What follows belongs to an exercise in optimizing a design on an open flow for a short achievable clock period and few clock cycles; a production flow would make more cautious choices. In this exercise RTL edits were held to simulation tests only and were not proved equivalent to the original. No activity file was given, so power comes from the tool's default toggle rates.

==> design/flow/design.v <==
`timescale 1ns / 1ps
module register(
    input CLK,
    input WE,
    input wire [31:0] Data,
    output reg [31:0] Dout
    );
	 always @(posedge CLK) 
		if (WE) 
			Dout<=Data;
endmodule
`timescale 1ns / 1ps
module registerPC(
    input CLK,
    input WE,
	 input reset,
    input wire [31:0] Data,
    output reg [31:0] Dout
    );
	 wire resetin;
	 assign resetin=reset;
	 always @(posedge CLK) 
		if (WE& ~resetin) 
			Dout<=Data;
		else if (resetin) begin
			Dout<=32'b0; 
		end
endmodule
`timescale 1ns / 1ps
module AND_5_input(output g,
	input a,
	input b,
	input c,
	input d,
	input e);
  and  and1(f1,a,b,c,d),
            and2(g,f1,e);
endmodule
module decoder32(
    input [4:0] Awr,
    output out0,
    output out1,
    output out2,
    output out3,
    output out4,
    output out5,
    output out6,
    output out7,
    output out8,
    output out9,
    output out10,
    output out11,
    output out12,
    output out13,
    output out14,
    output out15,
    output out16,
    output out17,
    output out18,
    output out19,
    output out20,
    output out21,
    output out22,
    output out23,
    output out24,
    output out25,
    output out26,
    output out27,
    output out28,
    output out29,
    output out30,
    output out31
    );
	not  Inv4(Nota, Awr[4]);
	not  Inv3(Notb, Awr[3]);
	not  Inv2(Notc, Awr[2]);
	not  Inv1(Notd, Awr[1]);
	not  Inv0(Note, Awr[0]);
	AND_5_input a0(out0,  Nota,Notb,Notc,Notd,Note);  
	AND_5_input a1(out1,  Nota,Notb,Notc,Notd,Awr[0]);  
	AND_5_input a2(out2,  Nota,Notb,Notc,Awr[1],Note);  
	AND_5_input a3(out3,  Nota,Notb,Notc,Awr[1],Awr[0]);
	AND_5_input a4(out4,  Nota,Notb,Awr[2],Notd,Note);
	AND_5_input a5(out5,  Nota,Notb,Awr[2],Notd,Awr[0]);
	AND_5_input a6(out6,  Nota,Notb,Awr[2],Awr[1],Note);
	AND_5_input a7(out7,  Nota,Notb,Awr[2],Awr[1],Awr[0]);
	AND_5_input a8(out8,    Nota,Awr[3],Notc,Notd,Note);
	AND_5_input a9(out9,    Nota,Awr[3],Notc,Notd,Awr[0]);
	AND_5_input a10(out10,  Nota,Awr[3],Notc,Awr[1],Note);
	AND_5_input a11(out11,  Nota,Awr[3],Notc,Awr[1],Awr[0]);
	AND_5_input a12(out12,  Nota,Awr[3],Awr[2],Notd,Note);
	AND_5_input a13(out13,  Nota,Awr[3],Awr[2],Notd,Awr[0]);
	AND_5_input a14(out14,  Nota,Awr[3],Awr[2],Awr[1],Note);
	AND_5_input a15(out15,  Nota,Awr[3],Awr[2],Awr[1],Awr[0]);
	AND_5_input a16(out16,  Awr[4],Notb,Notc,Notd,Note);
	AND_5_input a17(out17,  Awr[4],Notb,Notc,Notd,Awr[0]);
	AND_5_input a18(out18,  Awr[4],Notb,Notc,Awr[1],Note);
	AND_5_input a19(out19,  Awr[4],Notb,Notc,Awr[1],Awr[0]);
	AND_5_input a20(out20,  Awr[4],Notb,Awr[2],Notd,Note);
	AND_5_input a21(out21,  Awr[4],Notb,Awr[2],Notd,Awr[0]);
	AND_5_input a22(out22,  Awr[4],Notb,Awr[2],Awr[1],Note);
	AND_5_input a23(out23,  Awr[4],Notb,Awr[2],Awr[1],Awr[0]);
	AND_5_input a24(out24,  Awr[4],Awr[3],Notc,Notd,Note);
	AND_5_input a25(out25,  Awr[4],Awr[3],Notc,Notd,Awr[0]);
	AND_5_input a26(out26,  Awr[4],Awr[3],Notc,Awr[1],Note);
	AND_5_input a27(out27,  Awr[4],Awr[3],Notc,Awr[1],Awr[0]);
	AND_5_input a28(out28,  Awr[4],Awr[3],Awr[2],Notd,Note);
	AND_5_input a29(out29,  Awr[4],Awr[3],Awr[2],Notd,Awr[0]);
	AND_5_input a30(out30,  Awr[4],Awr[3],Awr[2],Awr[1],Note);
	AND_5_input a31(out31,  Awr[4],Awr[3],Awr[2],Awr[1],Awr[0]);  
endmodule
`timescale 1ns / 1ps
module MUX(
    output [31:0] datout,
    input [31:0] datin0,
    input [31:0] datin1,
    input [31:0] datin2,
    input [31:0] datin3,
    input [31:0] datin4,
    input [31:0] datin5,
    input [31:0] datin6,
    input [31:0] datin7,
    input [31:0] datin8,
    input [31:0] datin9,
    input [31:0] datin10,
    input [31:0] datin11,
    input [31:0] datin12,
    input [31:0] datin13,
    input [31:0] datin14,
    input [31:0] datin15,
    input [31:0] datin16,
    input [31:0] datin17,
    input [31:0] datin18,
    input [31:0] datin19,
    input [31:0] datin20,
    input [31:0] datin21,
    input [31:0] datin22,
    input [31:0] datin23,
    input [31:0] datin24,
    input [31:0] datin25,
    input [31:0] datin26,
    input [31:0] datin27,
    input [31:0] datin28,
    input [31:0] datin29,
    input [31:0] datin30,
    input [31:0] datin31,
    input [4:0] sel
    );
	assign datout = (sel==5'b00000) ? datin0 :
							(sel==5'b00001) ? datin1 :
							(sel==5'b00010) ? datin2 :
							(sel==5'b00011) ? datin3 :
							(sel==5'b00100) ? datin4 :
							(sel==5'b00101) ? datin5 :
							(sel==5'b00110) ? datin6 :
							(sel==5'b00111) ? datin7 :
							(sel==5'b01000) ? datin8 :
							(sel==5'b01001) ? datin9 :
							(sel==5'b01010) ? datin10 :
							(sel==5'b01011) ? datin11 :
							(sel==5'b01100) ? datin12 :
							(sel==5'b01101) ? datin13 :
							(sel==5'b01110) ? datin14 :
							(sel==5'b01111) ? datin15 :
							(sel==5'b10000) ? datin16 :
							(sel==5'b10001) ? datin17 :
							(sel==5'b10010) ? datin18 :
							(sel==5'b10011) ? datin19 :
							(sel==5'b10100) ? datin20 :
							(sel==5'b10101) ? datin21 :
							(sel==5'b10110) ? datin22 :
							(sel==5'b10111) ? datin23 :
							(sel==5'b11000) ? datin24 :
							(sel==5'b11001) ? datin25 :
							(sel==5'b11010) ? datin26 :
							(sel==5'b11011) ? datin27 :
							(sel==5'b11100) ? datin28 :
							(sel==5'b11101) ? datin29 :
							(sel==5'b11110) ? datin30 :
							(sel==5'b11111) ? datin31 :
							32'bX;
endmodule
`timescale 1ns / 1ps
module MUX2_1(
			input [31:0] data0, 
			input [31:0] data1, 
			input  select,
			output [31:0] dataout
    );
	assign dataout = (select==0) ? data0 : 
						  (select==1) ? data1 : 
							32'bx;
endmodule
`timescale 1ns / 1ps
module MUX2_1_5b(
    		input [4:0] data0, 
			input [4:0] data1, 
			input  select,
			output [4:0] dataout
    );
	assign dataout = (select==0) ? data0 : 
						  (select==1) ? data1 : 
							5'bx;
endmodule
`timescale 1ns / 1ps
module registerfile(
    input wire [4:0] Adr1,		 
    input wire [4:0] Adr2,
    input wire [4:0] Awr,      
    input wire [31:0] Din,		 
    input wire WrEn,          
    input wire Clk,
    output wire [31:0] Dout1,  
    output wire [31:0] Dout2  
    );
	wire wren [0:31]; 
	wire decout [0:31]; 
	decoder32 dec(Awr,decout[0],decout[1],decout[2],decout[3],decout[4],decout[5],decout[6],decout[7],decout[8],decout[9],decout[10],decout[11],decout[12],decout[13],decout[14],decout[15],decout[16],decout[17],decout[18],decout[19],decout[20],decout[21],decout[22],decout[23],decout[24],decout[25],decout[26],decout[27],decout[28],decout[29],decout[30],decout[31]);
	assign wren[1]=decout[1]&WrEn;
	assign wren[2]=decout[2]&WrEn;
	assign wren[3]=decout[3]&WrEn;
	assign wren[4]=decout[4]&WrEn;
	assign wren[5]=decout[5]&WrEn;
	assign wren[6]=decout[6]&WrEn;
	assign wren[7]=decout[7]&WrEn;
	assign wren[8]=decout[8]&WrEn;
	assign wren[9]=decout[9]&WrEn;
	assign wren[10]=decout[10]&WrEn;
	assign wren[11]=decout[11]&WrEn;
	assign wren[12]=decout[12]&WrEn;
	assign wren[13]=decout[13]&WrEn;
	assign wren[14]=decout[14]&WrEn;
	assign wren[15]=decout[15]&WrEn;
	assign wren[16]=decout[16]&WrEn;
	assign wren[17]=decout[17]&WrEn;
	assign wren[18]=decout[18]&WrEn;
	assign wren[19]=decout[19]&WrEn;
	assign wren[20]=decout[20]&WrEn;
	assign wren[21]=decout[21]&WrEn;
	assign wren[22]=decout[22]&WrEn;
	assign wren[23]=decout[23]&WrEn;
	assign wren[24]=decout[24]&WrEn;
	assign wren[25]=decout[25]&WrEn;
	assign wren[26]=decout[26]&WrEn;
	assign wren[27]=decout[27]&WrEn;
	assign wren[28]=decout[28]&WrEn;
	assign wren[29]=decout[29]&WrEn;
	assign wren[30]=decout[30]&WrEn;
	assign wren[31]=decout[31]&WrEn;
	wire [31:0] dout [0:31]; 
   register re0(Clk, 1'b1, 32'd0, dout[0]); 
	register re1(Clk, wren[1], Din, dout[1]);
	register re2(Clk, wren[2], Din, dout[2]);
	register re3(Clk, wren[3], Din, dout[3]);
	register re4(Clk, wren[4], Din, dout[4]);
	register re5(Clk, wren[5], Din, dout[5]);
	register re6(Clk, wren[6], Din, dout[6]);
	register re7(Clk, wren[7], Din, dout[7]);
	register re8(Clk, wren[8], Din, dout[8]);
	register re9(Clk, wren[9], Din, dout[9]);
	register re10(Clk, wren[10], Din, dout[10]);
	register re11(Clk, wren[11], Din, dout[11]);
	register re12(Clk, wren[12], Din, dout[12]);
	register re13(Clk, wren[13], Din, dout[13]);
	register re14(Clk, wren[14], Din, dout[14]);
	register re15(Clk, wren[15], Din, dout[15]);
	register re16(Clk, wren[16], Din, dout[16]);
	register re17(Clk, wren[17], Din, dout[17]);
	register re18(Clk, wren[18], Din, dout[18]);
	register re19(Clk, wren[19], Din, dout[19]);
	register re20(Clk, wren[20], Din, dout[20]);
	register re21(Clk, wren[21], Din, dout[21]);
	register re22(Clk, wren[22], Din, dout[22]);
	register re23(Clk, wren[23], Din, dout[23]);
	register re24(Clk, wren[24], Din, dout[24]);
	register re25(Clk, wren[25], Din, dout[25]);
	register re26(Clk, wren[26], Din, dout[26]);
	register re27(Clk, wren[27], Din, dout[27]);
	register re28(Clk, wren[28], Din, dout[28]);
	register re29(Clk, wren[29], Din, dout[29]);
	register re30(Clk, wren[30], Din, dout[30]);
	register re31(Clk, wren[31], Din, dout[31]);
	MUX mux1(Dout1,dout[0],dout[1],dout[2],dout[3],dout[4],dout[5],dout[6],dout[7],dout[8],dout[9],dout[10],dout[11],dout[12],dout[13],dout[14],dout[15],dout[16],dout[17],dout[18],dout[19],dout[20],dout[21],dout[22],dout[23],dout[24],dout[25],dout[26],dout[27],dout[28],dout[29],dout[30],dout[31] ,Adr1);
	MUX mux2(Dout2,dout[0],dout[1],dout[2],dout[3],dout[4],dout[5],dout[6],dout[7],dout[8],dout[9],dout[10],dout[11],dout[12],dout[13],dout[14],dout[15],dout[16],dout[17],dout[18],dout[19],dout[20],dout[21],dout[22],dout[23],dout[24],dout[25],dout[26],dout[27],dout[28],dout[29],dout[30],dout[31] ,Adr2);
endmodule
`timescale 1ns / 1ps
module Imm_conv_16_32(
    input wire [5:0] Opcode,
    input wire [15:0] Immed_in,
    output wire [31:0] Immed_out
    );
	 wire [31:0] pre_Immed_out;
assign pre_Immed_out = ((Opcode==6'b111000)||(Opcode==6'b110000)||(Opcode==6'b000011)||(Opcode==6'b000111)||(Opcode==6'b001111)||(Opcode==6'b011111)||(Opcode==6'b111111)||(Opcode==6'b000000)||(Opcode==6'b000001)) ? {{16{Immed_in[15]}}, Immed_in} :  
						     ((Opcode==6'b110010)||(Opcode==6'b110011)) ? {16'b0000000000000000, Immed_in} :   
							  ((Opcode==6'b111001)) ? {Immed_in, 16'b0000000000000000} :   
							  32'b0;
assign Immed_out =     ((Opcode==6'b111000)||(Opcode==6'b110000)||(Opcode==6'b000011)||(Opcode==6'b000111)||(Opcode==6'b001111)||(Opcode==6'b011111)) ? pre_Immed_out :  
						     ((Opcode==6'b110010)||(Opcode==6'b110011)) ? pre_Immed_out :   
							  ((Opcode==6'b111001)) ? pre_Immed_out :   
							  ((Opcode==6'b111111)||(Opcode==6'b000000)||(Opcode==6'b000001))? {pre_Immed_out<<2}: 
							  32'b0;
endmodule
`timescale 1ns / 1ps
module DECSTAGE(
        input wire [31:0] Instr,
    input wire RF_WrEn,
    input wire [31:0] ALU_out,
    input wire [31:0] MEM_out,
    input wire RF_WrData_sel,
    input wire RF_B_sel,
    input wire Clk,
    output wire [31:0] Immed,
    output wire [31:0] RF_A,
    output wire [31:0] RF_B
    );
wire [4:0] readre2;
wire [31:0] Writedat;
wire [4:0] Instr_part1; 
assign Instr_part1 = {Instr[15:11]};
wire [4:0] Instr_part2; 
assign Instr_part2 = {Instr[20:16]};
wire [4:0] Instr_part3; 
assign Instr_part3 = {Instr[25:21]};  
wire [15:0] Instr_part4; 
assign Instr_part4 = {Instr[15:0]};
wire [5:0] Opcode; 
assign Opcode = {Instr[31:26]};
Imm_conv_16_32 converter(Opcode,Instr_part4,Immed);
MUX2_1 mult_input(ALU_out,MEM_out,RF_WrData_sel,Writedat); 
MUX2_1_5b multi_addr(Instr_part1,Instr_part2,RF_B_sel, readre2); 
registerfile registers(Instr_part3,readre2,Instr_part2,Writedat,RF_WrEn,Clk,RF_A,RF_B);
endmodule
`timescale 1ns / 1ps
module ALU(
    input [31:0] A,
    input [31:0] B,
    input [3:0] Op,
    output reg [31:0] Out,
    output reg Zero
    );
reg [31:0] TEMP; 
always @(A or B or Op) begin
	case(Op)
	4'b0000: TEMP = (A + B);
	4'b0001: TEMP = (A - B);
	4'b0010: TEMP = (A & B);
	4'b0011: TEMP = (A | B);
	4'b0100: TEMP = ~A;
	4'b1000: TEMP = {A[31], A[31:1]};
	4'b1010: TEMP = (A >> 1);
	4'b1001: TEMP = (A << 1);
	4'b1100: TEMP = {A[30:0], A[31]};
	4'b1101: TEMP = {A[0], A[31:1]};
	default: TEMP = 32'b0;
	endcase
	Out <= TEMP;
	Zero <= ~( |TEMP);
end
endmodule
`timescale 1ns / 1ps
module ALUSTAGE(
    input [31:0] RF_A,
    input [31:0] RF_B,
    input [31:0] Immed,
    input ALU_Bin_sel,
    input [3:0] ALU_func,
    output [31:0] ALU_out
    );
reg [31:0]TEMP;
reg [31:0]TEMP2;
wire Zero;
always @(RF_B or Immed or ALU_Bin_sel) begin
	case(ALU_Bin_sel)
	1'b0: TEMP = RF_B;
	1'b1: TEMP = Immed;
	endcase
end
ALU alu_Ins(
			.A (RF_A),
			.B (TEMP),
			.Op (ALU_func),
			.Out (ALU_out),
			.Zero (Zero)
			);
endmodule
`timescale 1ns / 1ps
module Dir_or_ZeroF(
			input wire sel,
			input wire [31:0] Inp,
			output wire [31:0] Out
    );
	assign Out = (sel==1'b1) ? Inp : 
					 {{24'b000000000000000000000000}, {Inp[7:0]}}; 
endmodule
`timescale 1ns / 1ps
module IFSTAGE(
    input wire [31:0] PC_Immed,
    input wire PC_sel,
    input wire PC_LdEn,
    input wire Reset,
    input wire Clk,
    output wire [9:0] Imem_addr
    );
	wire [31:0] PCin;
	wire [31:0] PCout;
	wire [31:0] datain0;
	wire [31:0] datain1;
	wire resetin;
	assign resetin=Reset;
	registerPC PC(Clk,PC_LdEn,resetin,PCin,PCout);
	wire [31:0]adder4;
	wire [31:0]plus4;
	assign plus4 = 32'b00000000000000000000000000000100;
	assign adder4 = PCout + plus4;
	assign datain0 = adder4; 
	assign datain1 = adder4 + PC_Immed; 
	MUX2_1 multip( datain0, datain1,PC_sel,PCin);
	wire [9:0]addr10bits;
	assign addr10bits = {PCout[11:2]};
	assign Imem_addr = addr10bits;
endmodule
`timescale 1ns / 1ps
module datapath(
			input wire Clk,
			output wire [31:0] Instrsave, 
			output wire [31:0] RF_Asave,
			output wire [31:0] RF_Bsave,
			output wire [9:0] Imem_addr,
			input wire [31:0] Imem_data,
			output wire [9:0] Dmem_addr,
			output wire [31:0] Dmem_wdata,
			output wire Dmem_we,
			input wire [31:0] Dmem_rdata,
			input wire PC_sel, 
			input wire PC_LdEn, 
			input wire Reset, 
			input wire RF_B_sel, 
			input wire RF_WrEn, 
		   input wire RF_WrData_sel, 
			input wire ALU_Bin_sel, 
			input wire [3:0] ALU_func, 
			input wire MEM_WrEn, 
			input wire MEM_out_sel, 
			input wire RF_B2_seldir 
    );
	 wire [31:0] Immed; 
	 wire [31:0] Instr;
IFSTAGE ifstg(Immed,PC_sel,PC_LdEn,Reset,Clk,Imem_addr);
assign Instr = Imem_data;
wire WE;
assign WE=1'b1;
register InstrReg(Clk,WE, Instr, Instrsave);
     wire [31:0] ALU_outsave;
     wire [31:0] MEM_out2save;
     wire [31:0] RF_A;
     wire [31:0] RF_B;
DECSTAGE decstg(Instrsave ,RF_WrEn , ALU_outsave, MEM_out2save, RF_WrData_sel, RF_B_sel, Clk, Immed, RF_A, RF_B );
register RF_AReg(Clk,WE, RF_A, RF_Asave);
register RF_BReg(Clk,WE, RF_B, RF_Bsave);
wire [31:0] ALU_out;
wire [31:0] MEM_out2;
register ALU_outReg(Clk,WE, ALU_out, ALU_outsave);
register MEM_out2Reg(Clk,WE, MEM_out2, MEM_out2save);
ALUSTAGE alustg(RF_Asave, RF_Bsave, Immed, ALU_Bin_sel, ALU_func, ALU_out);
    wire [9:0] ALU_MEM_Addr;
	 assign ALU_MEM_Addr = {ALU_out[11:2]}; 
	 wire [31:0] RF_B2;
	wire [31:0] MEM_out;
	assign Dmem_addr = ALU_MEM_Addr;
	assign Dmem_wdata = RF_B2;
	assign Dmem_we = MEM_WrEn;
	assign MEM_out = Dmem_rdata;
	Dir_or_ZeroF MemOutSelection(MEM_out_sel, MEM_out,MEM_out2);
	Dir_or_ZeroF RFB2Selection(RF_B2_seldir, RF_B,RF_B2);
endmodule
`timescale 1ns / 1ps
module CONTROL(
		input wire Clk,
		input wire [31:0] Instr,
		input wire Resetin,
		input wire [31:0] RF_A,
		input wire [31:0] RF_B,
		output reg PC_sel,
		output reg PC_LdEn,
		output wire Reset,
		output reg RF_B_sel,
		output reg  RF_WrEn,
		output reg  RF_WrData_sel,
		output reg ALU_Bin_sel,
		output reg [3:0] ALU_func,
		output reg MEM_WrEn,
		output reg MEM_out_sel,
		output reg RF_B2_seldir
    );
assign Reset=Resetin;
wire [5:0] Opcode; 
assign Opcode = {Instr[31:26]};
wire is_alu    = (Opcode==6'b100000);
wire is_imm    = (Opcode==6'b111000) || (Opcode==6'b111001) || (Opcode==6'b110000) || (Opcode==6'b110010) || (Opcode==6'b110011);
wire is_load   = (Opcode==6'b000011) || (Opcode==6'b001111);
wire is_store  = (Opcode==6'b000111) || (Opcode==6'b011111);
wire is_b      = (Opcode==6'b111111);
wire is_beq    = (Opcode==6'b000000); 
wire is_bne    = (Opcode==6'b000001);
localparam S_IF  = 3'd0; 
localparam S_DEC = 3'd1; 
localparam S_EX  = 3'd2; 
localparam S_MEM = 3'd3; 
localparam S_WB  = 3'd4; 
reg [2:0] state;
reg [2:0] next_state;
always @(posedge Clk)
	if (Reset==1'b1)
		state <= S_IF;
	else
		state <= next_state;
always @(*) begin
	RF_B_sel = is_store || is_b || is_beq || is_bne; 
	ALU_Bin_sel = !is_alu; 
	if (is_alu)
		ALU_func = {Instr[3:0]}; 
	else if (Opcode==6'b110010)
		ALU_func = 4'b0010; 
	else if (Opcode==6'b110011)
		ALU_func = 4'b0011; 
	else
		ALU_func = 4'b0000; 
	MEM_out_sel = (Opcode==6'b001111); 
	RF_B2_seldir = (Opcode==6'b011111); 
	RF_WrData_sel = is_load; 
	PC_sel = 1'b0;
	PC_LdEn = 1'b0;
	RF_WrEn = 1'b0;
	MEM_WrEn = 1'b0;
	next_state = S_IF;
	case (state)
	S_IF: next_state = S_DEC;
	S_DEC: next_state = S_EX;
	S_EX: begin
		if (is_alu || is_imm || is_load || is_store)
			next_state = (is_alu || is_imm) ? S_WB : S_MEM;
		else begin
			PC_LdEn = 1'b1;
			PC_sel = is_b || (is_beq && (RF_A==RF_B)) || (is_bne && (RF_A!=RF_B));
			next_state = S_IF;
		end
	end
	S_MEM: begin
		if (is_store) begin
			MEM_WrEn = 1'b1;
			PC_LdEn = 1'b1;
			next_state = S_IF;
		end
		else
			next_state = S_WB;
	end
	S_WB: begin
		RF_WrEn = 1'b1;
		PC_LdEn = 1'b1;
		next_state = S_IF;
	end
	default: next_state = S_IF;
	endcase
end
endmodule
`timescale 1ns / 1ps
module PROCESSOR(
			input wire Clk,
			input wire Resetin,
			output wire [9:0] imem_addr,
			input wire [31:0] imem_data,
			output wire [9:0] dmem_addr,
			output wire [31:0] dmem_wdata,
			output wire dmem_we,
			input wire [31:0] dmem_rdata
    );
	wire [31:0] Instr;
	wire [31:0] RF_A;
	wire [31:0] RF_B;
	wire PC_sel;
	wire PC_LdEn;
	wire Reset;
	wire RF_B_sel;
	wire  RF_WrEn;
	wire  RF_WrData_sel;
	wire ALU_Bin_sel;
	wire [3:0] ALU_func;
	wire MEM_WrEn;
	wire MEM_out_sel;
	wire RF_B2_seldir;
	datapath DATA_PATH_STAGE(Clk, Instr, RF_A, RF_B, imem_addr, imem_data, dmem_addr, dmem_wdata, dmem_we, dmem_rdata, PC_sel, PC_LdEn, Reset, RF_B_sel, RF_WrEn, RF_WrData_sel, ALU_Bin_sel, ALU_func, MEM_WrEn, MEM_out_sel, RF_B2_seldir);
	CONTROL  control_stage(Clk, Instr, Resetin, RF_A, RF_B,PC_sel, PC_LdEn, Reset, RF_B_sel, RF_WrEn, RF_WrData_sel, ALU_Bin_sel, ALU_func, MEM_WrEn, MEM_out_sel, RF_B2_seldir);
endmodule
==> design/flow/run.sh <==
#!/bin/bash
# synth_recipe.tcl (not shown) runs the flow's synth.tcl, then flattens the netlist and writes it again
# the make line also repeats each setting of config.mk as NAME=value (left out here)
make -C /OpenROAD-flow-scripts/flow DESIGN_CONFIG=/design/flow/config.mk WORK_HOME=/design/flow/orfs CLKGATE_MAP_FILE= SYNTH_SCRIPT=/design/flow/synth_recipe.tcl finish
==> design/flow/config.mk <==
export PLATFORM = sky130hd
export DESIGN_NAME = PROCESSOR
export DESIGN_NICKNAME = PROCESSOR
export VERILOG_FILES = /design/flow/design.v
export SDC_FILE = /design/flow/constraint.sdc
export NUM_CORES = 4
export LEC_CHECK = 0
export CAP_MARGIN = 20
export CORE_MARGIN = 2
export CORE_UTILIZATION = 40
export PLACE_DENSITY = 0.6
export SLEW_MARGIN = 20
==> design/flow/constraint.sdc <==
create_clock -name core_clock -period 10.0 [get_ports {Clk}]
set_input_delay 2.0000 -clock core_clock [delete_from_list [all_inputs] [get_ports {Clk}]]
set_output_delay 2.0000 -clock core_clock [all_outputs]
set_load 0.01 [all_outputs]
==> impl_metrics.py <==
metrics = {
    "run_status": {
        "outcome": "finished clean",
    },
    "synth": {
        "synth_sequential_area_ratio": 0.602,
        "yosys_register_bits": 1167,
        "synth_area_per_cell_um2": 11.6,
        "synth-edff-count": 1004,
        "number_of_nets_produced_by_synthesis": 4896,
        "yosys_warnings": 12,
        "netlist_instances": 4782,
        "synth.area.top_cells": "edfxtp_1 (54%), dfxtp_1 (5.9%), o22ai_1 (3.7%)",
        "synth_largest_area_cell": "edfxtp_1",
        "netlist-cell-type-count": 91,
        "netlist_area_um2": 55500,
        "synth.top_cell.area_share": 0.544,
        "synth_flop_cell": "edfxtp_1",
        "async_reset_ff_frac": 0,
    },
    "floorplan": {
        "initial_core_util": 0.403,
        "core_area_um2": 137000,
        "die_width_um": 376,
        "floorplan.die.height_um": 376,
        "die_outline_area_um2": 142000,
        "std_cell_rows": 136,
        "design.portCount": 119,
    },
    "sta": {
        "slew-limit-headroom": 0.175,
        "rsz0062_at_grt": "false",
        "max_slew_violation_count": 0,
        "period_minus_slack_ns": 8.94,
        "setup_violations_final": 0,
        "timing_worst_slew_pin_value_ns": 1.23,
        "setup-tns-final_ns": 0,
        "maxClockFrequency_ghz": 0.112,
        "report.final.hold_viol_count": 0,
        "worst_clock_skew_ns": 0.0384,
        "final_min_period_over_clock_period": 0.894,
    },
    "finish": {
        "finalNonFillerCells": 6690,
        "design.final.nets": 4903,
        "final_common_cell": "edfxtp_1",
        "antennaDiodeCount": 0,
        "drive_gt1_frac": 0.104,
        "layout_overhead_on_the_synthesized_area_pct": 13.8,
        "mostFrequentLayoutCells": "edfxtp_1 (1004), nor2_1 (337), o22ai_1 (331)",
        "num-fill-cells": 12300,
    },
    "detailed_routing": {
        "routed_via_density": 6.81,
        "count_of_nets_left_with_antenna_violations_after_detail_routing": 0,
        "routed_wire_length_per_instance_um": 32.3,
        "detail_route.wirelength_mm": 216,
        "via_count_of_the_routed_design": 45600,
        "first_iter_violations": 7792,
        "first_pass_iters": 10,
        "remaining_drc_errors": 0,
    },
    "place": {
        "buffer_ports.inserted": 118,
        "numPlacedInstances": 6449,
        "routabilityCongestion": 1.00,
        "dp.final_hpwl_mm": 142,
    },
    "setup_path": {
        "cpPeakStageDelay_ns": 1.04,
        "timing.critical_path.from_type": "flip-flop",
        "crit_type": "flip-flop to output port",
        "worst_path_max_delay_cell": "a2111oi_0",
        "cp_common_cell": "buf_4",
        "critical_path_arrival_ns": 6.94,
        "timing.critical_path.to_type": "output port",
        "cp_data_required_time_ns": 8.00,
        "crit_chain": "nand3_1 > or2_0 > buf_4 > nand2_1 > buf_4 > a21o_2 > buf_4 > a221oi_1 > a2111oi_0 > nor2_1 > o21ai_0 > clkdlybuf4s50_1",
        "critical_path.n_buffers_inverters": 4,
        "crit_family": "compound AO/OA/AOI/OAI gates",
        "path_max_fanout": 31,
    },
    "min_path": {
        "hp-class": "flip-flop to flip-flop",
    },
    "pwr": {
        "total_switching_power_mw": 3.86,
        "power_switching_share": 0.293,
        "power.static_leakage_nw": 21.0,
        "power.clock.fraction": 0.358,
        "share_comb_of_total_power": 0.171,
        "power_share_of_the_sequential_group": 0.471,
        "ir_worst_vdd_v": 0.000143,
        "internal_power_summed_over_all_cells_mw": 9.31,
        "p_per_area_nw_per_um2": 209,
    },
    "clock_network": {
        "clkSinkCount": 1167,
        "cts.reportedPaths.clkPinSlew_ns": 0.06,
        "cts_inserted_buffers": 131,
        "worst_skew_pair.late_latency_ns": 0.79,
        "cts_tree": "done",
        "ctsHoldBuffers": 0,
        "cts.repair_timing.setup_buffer_count": 0,
        "cts_root_buffer": "clkbuf_16",
        "postCtsResizedCells": 0,
        "clock_path_buffers": 3,
        "cts.htree.levels": 4,
    },
    "run": {
        "drv.max_cap_violation_count": 0,
    },
    "global_routing": {
        "maximum_number_of_pins_on_one_net_before_global_route_repair": 65,
        "track_usage": 0.296,
        "number_of_global_route_vias_before_repair": 42600,
        "grt_antenna_before_repair": 2,
        "grt.overflow.total": 0,
        "wire_length_of_the_first_global_routing_pass_mm": 306,
    },
}
[worst reg2reg max path, stage by stage, from the launching register on]
cell	delay, ns
dfxtp_1	0.74
and4b_1	0.29
o31ai_2	0.28
nand2_1	0.09
buf_4	0.25
a211oi_2	0.70
nand4_1	0.34
nor3_2	0.42
nand2_1	0.14
o21ai_0	0.28
xnor2_1	0.11
ha_1	0.41
a21o_1	0.23
a2111oi_0	0.69
nand2_1	0.11
o211ai_1	0.46
a21oi_1	0.17
o21ai_1	0.24
nand2_1	0.10
a2111oi_0	0.45
a31oi_1	0.09
o21ai_0	0.19
[layer usage]
| layer | part of all wire | vias up | GRT usage |
|---|---|---|---|
| met5 | 0.00019 | - | 0 |
| met4 | 0.048 | 6 | 0.129 |
| met3 | 0.12 | 536 | 0.0639 |
| met2 | 0.43 | 3503 | 0.432 |
| met1 | 0.40 | 22500 | 0.421 |
| li1 | - | 19000 | - |
[power by group through the flow]
stage	clock, mW	sequential (mW)	combinational [mW]
6_report	4.72	6.21	2.25
4_1_cts	4.75	6.20	2.21
2_1_floorplan	0	6.17	1.34
3_5_place_dp	0	6.30	2.20
5_1_grt	4.93	6.22	2.39
3_3_place_gp	0	6.30	2.20
[cells in the mapped netlist, types with 13 or more instances]
master,count
a2111oi_0,15
a211o_1,33
a211oi_1,16
a21o_1,59
a21oi_1,252
a221o_1,15
a221oi_1,145
a222oi_1,15
a22o_1,18
a22oi_1,179
a311oi_1,17
a31o_2,13
a31oi_1,66
and2_1,54
and3_1,30
buf_1,29
buf_2,39
buf_4,30
clkbuf_1,283
dfxtp_1,163
edfxtp_1,1004
ha_1,46
inv_1,57
maj3_1,19
mux2_2,36
mux2i_1,82
nand2_1,294
nand2b_1,26
nand3_1,99
nand4_1,58
nor2_1,374
nor2b_1,20
nor3_1,123
nor4_1,66
o211a_1,14
o211ai_1,32
o21a_1,13
o21ai_0,228
o221ai_1,70
o22a_1,18
o22ai_1,331
o31ai_1,15
or4_1,20
xnor2_1,45
xor2_1,61
[layout make-up]
type / count / area (µm²) / share of cell area
clock inverter: 63 / 554 / 0.00878
sequential: 1167 / 33400 / 0.529
inverter: 57 / 214 / 0.00339
timing repair buffer: 258 / 2240 / 0.0355
tap: 1794 / 2240 / 0.0356
multi-input combinational: 3174 / 20800 / 0.330
clock buffer: 177 / 3630 / 0.0576
[cells by family (layout without fill, tap and decap cells)]
family,count (synthesis),after routing,synth area share
compound gates,1649,1649,0.204
xor+xnor,106,106,0.0167
fa+ha+maj,67,67,0.0145
buf+inv,441,555,0.0332
flops,1167,1167,0.602
mux,118,118,0.0221
simple gates,1234,1234,0.107
[worst paths after layout]
path / endpoint / cells past startpoint / start / slack [ns]
setup / recovery: dmem_wdata[2] / 12 / DATA_PATH_STAGE.InstrReg.Dout[27]$_DFF_P_ / 1.06
hold / removal: control_stage.state[0]$_SDFF_PP0_ / 1 / control_stage.state[1]$_SDFF_PP0_ / 0.55
hold reg to reg: control_stage.state[0]$_SDFF_PP0_ / 1 / control_stage.state[1]$_SDFF_PP0_ / 0.55
setup reg to reg: DATA_PATH_STAGE.ALU_outReg.Dout[30]$_DFF_P_ / 21 / DATA_PATH_STAGE.InstrReg.Dout[31]$_DFF_P_ / 3.13
[stage by stage]
| stage | cell area, µm² | setup WS, ns | utilization | power, mW | hold WS [ns] |
|---|---|---|---|---|---|
| CTS | 63100 | 1.22 | 0.459 | 13.2 | 0.539 |
| finish | 63100 | 1.06 | 0.459 | 13.2 | 0.547 |
| floorplan | 55500 | 3.75 | - | 7.51 | 0.471 |
| global route | 63100 | 0.974 | 0.459 | 13.5 | 0.572 |
| detailed placement | 58900 | 2.06 | 0.429 | 8.50 | 0.513 |
| global placement | 58900 | 2.12 | 0.429 | 8.50 | 0.515 |
Testbench counts, summed over its fixed seeds: cycles 128,148.

-- re-timing with driven ports --
The flow's constraints put no driver on any port. The routed layout listed below was extracted and timed again, unchanged, in two steps. Step 1 sets driving cells, clkbuf_16 on the clock port and buf_2 on the other inputs (assumed; they add their load-dependent delay and slew). Step 2 moves the port delays by t, midway between the first and last clock arrival at a register: inputs arrive t later, outputs are due t later. That takes back most of the time a late clock gives input paths. Three values: no drivers, after step 1, after step 2; two values: the first two.
shift t [ns]: 0.843
setup WS [ns]: 1.059 / 0.985 / 1.827
pins driven straight from the clock port: 1
After both steps setup and hold are still met in this run. The setup slack of this run moves by -0.074 ns with the drivers and by +0.768 ns with both steps.
